From an optimization exercise on the open Yosys and OpenROAD flow, aimed at small area, a short achievable clock period and few clock cycles per item; shortcuts taken in it are not production practice. In this exercise RTL edits were held to simulation tests only and were not proved equivalent to the original.

## build 7
==> flow/design.v <==
module gcd_coprocessor #( parameter W = 16 ) (
  input clk,
  input reset,
  input operands_val,
  input [W-1:0] operands_bits_A,
  input [W-1:0] operands_bits_B,
  output operands_rdy,
  output result_val,
  output [W-1:0] result_bits,
  input result_rdy
);
  function [3:0] ctz(input [W-1:0] v);
    integer i;
    begin
      ctz = 4'd0;
      for (i = W - 1; i >= 0; i = i - 1)
        if (v[i]) ctz = i;
    end
  endfunction
  reg [W-1:0] A, B;
  reg [3:0]   k;       
  reg         fin;     
  reg         busy;
  wire [W-1:0] xab = A ^ B;
  wire eq   = ~|xab;
  wire bz   = ~|B;
  wire kz   = (k == 4'd0);
  wire stop = eq | fin;
  wire done = busy & stop & kz;
  assign result_val   = done;
  assign result_bits  = A;
  assign operands_rdy = ~busy | (done & result_rdy);
  wire load = operands_val & operands_rdy;
  wire both_even = ~A[0] & ~B[0];
  wire         sub = B[0] | bz;
  wire [W:0]   d = {1'b0, A} - {1'b0, B};
  wire         neg = d[W];
  wire [W-1:0] y = sub ? xab : B;         
  wire [3:0]   s = both_even ? 4'd1 : ctz(y);
  wire [W-1:0] f = d[W-1:0] ^ {W{neg}};   
  wire [W-1:0] g = sub ? f : B;
  wire [W-1:0] bnext = (g >> s) | {{(W-1){1'b0}}, sub & neg};
  wire swap = B[0] & (~A[0] | ~neg);
  always @(posedge clk or posedge reset) begin
    if (reset) begin
      busy <= 1'b0;
    end else if (load) begin
      busy <= 1'b1;
    end else if (done & result_rdy) begin
      busy <= 1'b0;
    end
  end
  wire a_load = load;
  wire a_shl  = ~load & busy & stop & ~kz;
  wire a_shr  = ~load & busy & ~stop & both_even;
  wire a_swp  = ~load & busy & ~stop & ~both_even & swap;
  wire a_hold = ~(a_load | a_shl | a_shr | a_swp);
  wire b_new  = ~load & busy & ~stop;
  wire b_hold = ~(load | b_new);
  wire [W-1:0] anext = ({W{a_load}} & operands_bits_A) | ({W{a_shl}} & (A << 1))
                     | ({W{a_shr}} & (A >> 1)) | ({W{a_swp}} & B) | ({W{a_hold}} & A);
  wire [W-1:0] bnext2 = ({W{load}} & operands_bits_B) | ({W{b_new}} & bnext) | ({W{b_hold}} & B);
  wire k_dec = a_shl;
  wire k_inc = a_shr;
  wire [3:0] knext = ({4{k_dec}} & (k - 4'd1)) | ({4{k_inc}} & (k + 4'd1))
                   | ({4{~load & ~k_dec & ~k_inc}} & k);
  wire finnext = ~load & (fin | a_shl);
  always @(posedge clk) begin
    A <= anext;
    B <= bnext2;
    k   <= knext;
    fin <= finnext;
  end
endmodule
==> flow/config.mk <==
export PLATFORM = sky130hd
export DESIGN_NAME = gcd_coprocessor
export DESIGN_NICKNAME = gcd_coprocessor
export VERILOG_FILES = /design/flow/design.v
export SDC_FILE = /design/flow/constraint.sdc
export NUM_CORES = 4
export LEC_CHECK = 0
export ABC_AREA = 1
export CAP_MARGIN = 20
export CELL_PAD_IN_SITES_DETAIL_PLACEMENT = 0
export CELL_PAD_IN_SITES_GLOBAL_PLACEMENT = 1
export CORE_AREA = 5 5 95 95
export DIE_AREA = 0 0 100 100
export PLACE_DENSITY = 0.85
export SETUP_SLACK_MARGIN = 1.4
export SLEW_MARGIN = 20
==> flow/constraint.sdc <==
create_clock -name core_clock -period 5.0 [get_ports {clk}]
set_input_delay 1.0000 -clock core_clock [delete_from_list [all_inputs] [get_ports {clk}]]
set_output_delay 1.0000 -clock core_clock [all_outputs]
set_load 0.01 [all_outputs]
standard.sh (not shown) runs the stock make flow with config.mk's settings and CLKGATE_MAP_FILE= SYNTH_SCRIPT=/design/flow/synth_recipe.tcl, a recipe that flattens the netlist after the stock synthesis.
==> flow/flow/run.sh <==
#!/bin/bash
# The standard layout (the standard.sh on all ORFS steps), with the port
# buffers that global placement inserts made the smallest buffer cell
# (sky130_fd_sc_hd__buf_1) instead of the delay buffer buffer_ports picks by
# itself. Every input and output port still gets its own buffer.
set -euo pipefail
export BUFFER_PORTS_ARGS="-buffer_cell sky130_fd_sc_hd__buf_1"
bash standard.sh > run_standard.log 2>&1
Testbench counts of build 7, summed over its fixed seeds: cycles 6,282, items 512.
Here is what was changed in the inputs of build 27 compared with build 7.
# build 7
export LEC_CHECK = 0
export ABC_AREA = 1
export CAP_MARGIN = 20
export CELL_PAD_IN_SITES_DETAIL_PLACEMENT = 0
export CELL_PAD_IN_SITES_GLOBAL_PLACEMENT = 1
export CORE_AREA = 5 5 95 95
export DIE_AREA = 0 0 100 100
export PLACE_DENSITY = 0.85
export SETUP_SLACK_MARGIN = 1.4
export SLEW_MARGIN = 20
create_clock -name core_clock -period 5.0 [get_ports {clk}]
# build 27
export LEC_CHECK = 0
export ABC_AREA = 1
export CAP_MARGIN = 20
export CELL_PAD_IN_SITES_DETAIL_PLACEMENT = 0
export CELL_PAD_IN_SITES_GLOBAL_PLACEMENT = 0
export CORE_AREA = 5 5 95 95
export DIE_AREA = 0 0 100 100
export PLACE_DENSITY = 0.7
export SETUP_SLACK_MARGIN = 1.5
export SLEW_MARGIN = 20
create_clock -name core_clock -period 5.0 [get_ports {clk}]
- Build 27 ran to completion and came out clean on the timing, design-rule and antenna checks.
- Compared with build 7, in build 27 number of sequential storage elements level; via count of the routed design +1.1%; routed metal-1 wire length -about 6%; count of boundary I/O pins level; half-perimeter wire length of the detailed placement result shows a reduction of about 1.8%.
- Fmax: build 27 higher than build 7
- Compared build 7 against build 27; antenna cell count within noise.
- Build 27 vs. build 7: count of cell instances traversed by the critical path went down by 6.
## Diff of input files: build 95 against build 27
# build 27
export LEC_CHECK = 0
export ABC_AREA = 1
export CAP_MARGIN = 20
export CELL_PAD_IN_SITES_DETAIL_PLACEMENT = 0
export CELL_PAD_IN_SITES_GLOBAL_PLACEMENT = 0
export CORE_AREA = 5 5 95 95
export DIE_AREA = 0 0 100 100
export PLACE_DENSITY = 0.7
export SETUP_SLACK_MARGIN = 1.5
export SLEW_MARGIN = 20
create_clock -name core_clock -period 5.0 [get_ports {clk}]
# build 95
export LEC_CHECK = 0
export ABC_AREA = 1
export CAP_MARGIN = 20
export CELL_PAD_IN_SITES_DETAIL_PLACEMENT = 0
export CELL_PAD_IN_SITES_GLOBAL_PLACEMENT = 1
export CORE_AREA = 5 5 85 85
export DIE_AREA = 0 0 90 90
export PLACE_DENSITY = 0.65
export SETUP_SLACK_MARGIN = 1.3
export SLEW_MARGIN = 20
export TNS_END_PERCENT = 5
create_clock -name core_clock -period 5.0 [get_ports {clk}]
==> comparison <==
- Build 95: it failed with a tool error in global placement without I/O, so there are no final results.
- Build 27 has a higher horizontal extent of the die than build 95.
- Diff build 27..build 95 | post-synthesis cell area | negligible
- | starting utilization of the core area | build 95 vs build 27 | 12 points higher |
- For die height, dividing the value from build 95 by the value from build 27 gives 0.900.
Here is what was changed in the inputs of build 69 compared with build 95.
# build 95
export LEC_CHECK = 0
export ABC_AREA = 1
export CAP_MARGIN = 20
export CELL_PAD_IN_SITES_DETAIL_PLACEMENT = 0
export CELL_PAD_IN_SITES_GLOBAL_PLACEMENT = 1
export CORE_AREA = 5 5 85 85
export DIE_AREA = 0 0 90 90
export PLACE_DENSITY = 0.65
export SETUP_SLACK_MARGIN = 1.3
export SLEW_MARGIN = 20
export TNS_END_PERCENT = 5
create_clock -name core_clock -period 5.0 [get_ports {clk}]
# build 69
export LEC_CHECK = 0
export ABC_AREA = 1
export CAP_MARGIN = 20
export CELL_PAD_IN_SITES_DETAIL_PLACEMENT = 0
export CELL_PAD_IN_SITES_GLOBAL_PLACEMENT = 1
export CORE_AREA = 5 5 95 95
export DIE_AREA = 0 0 100 100
export PLACE_DENSITY = 0.85
export SETUP_SLACK_MARGIN = 1.7
export SLEW_MARGIN = 20
export TNS_END_PERCENT = 5
create_clock -name core_clock -period 5.0 [get_ports {clk}]
### Flow results
Build 95 -> build 69: synthesized-area fraction occupied by ao, oa, aoi and oai cells delta 0, exact match
Build 69 completed end to end with timing, DRC and antenna clean.
Build 69 against build 95: distinct cell type count after synthesis held, synthesized area shows no meaningful change, horizontal die dimension picked up an extra about 11%.
Looking at build 95 and build 69, the post-synthesis simple-gate area fraction is a wash.
Reported for build 95 and build 69, synthesized area per cell turned out identical to the last digit.
From build 95 to build 69, number of enable flip-flop cells after synthesis did not move at all.
The die outline height number comes out lower for build 95 vs build 69.
Build 69 against build 95; count of standard-cell rows is up by more than 10%.
Starting utilization of the core area is higher on build 95

[port drivers added, routing unchanged]
In the flow no input, the clock included, has a driving cell. The finished layouts below were timed again as built, in two steps.
Step 1: set_driving_cell puts a clkbuf_16 on clk and a buf_2 on each other input, an assumption about the parent block.
Step 2 also shifts input and output timing later by t, the mid clock arrival at the registers, as if the neighbouring blocks saw the same clock.
Three values: ideal, step 1, step 2; two values: the first two.
run	t, ns	slack for setup (ns)	worst setup path after step 2	cell pins on the clock port's net
build 7	0.321	1.558 / 1.558 / 1.558	register to register	1
build 27	0.324	1.649 / 1.620 / 1.738	register to register	1
build 69	0.323	1.729 / 1.697 / 1.766	register to register	1
After both steps every run listed still meets setup and hold.
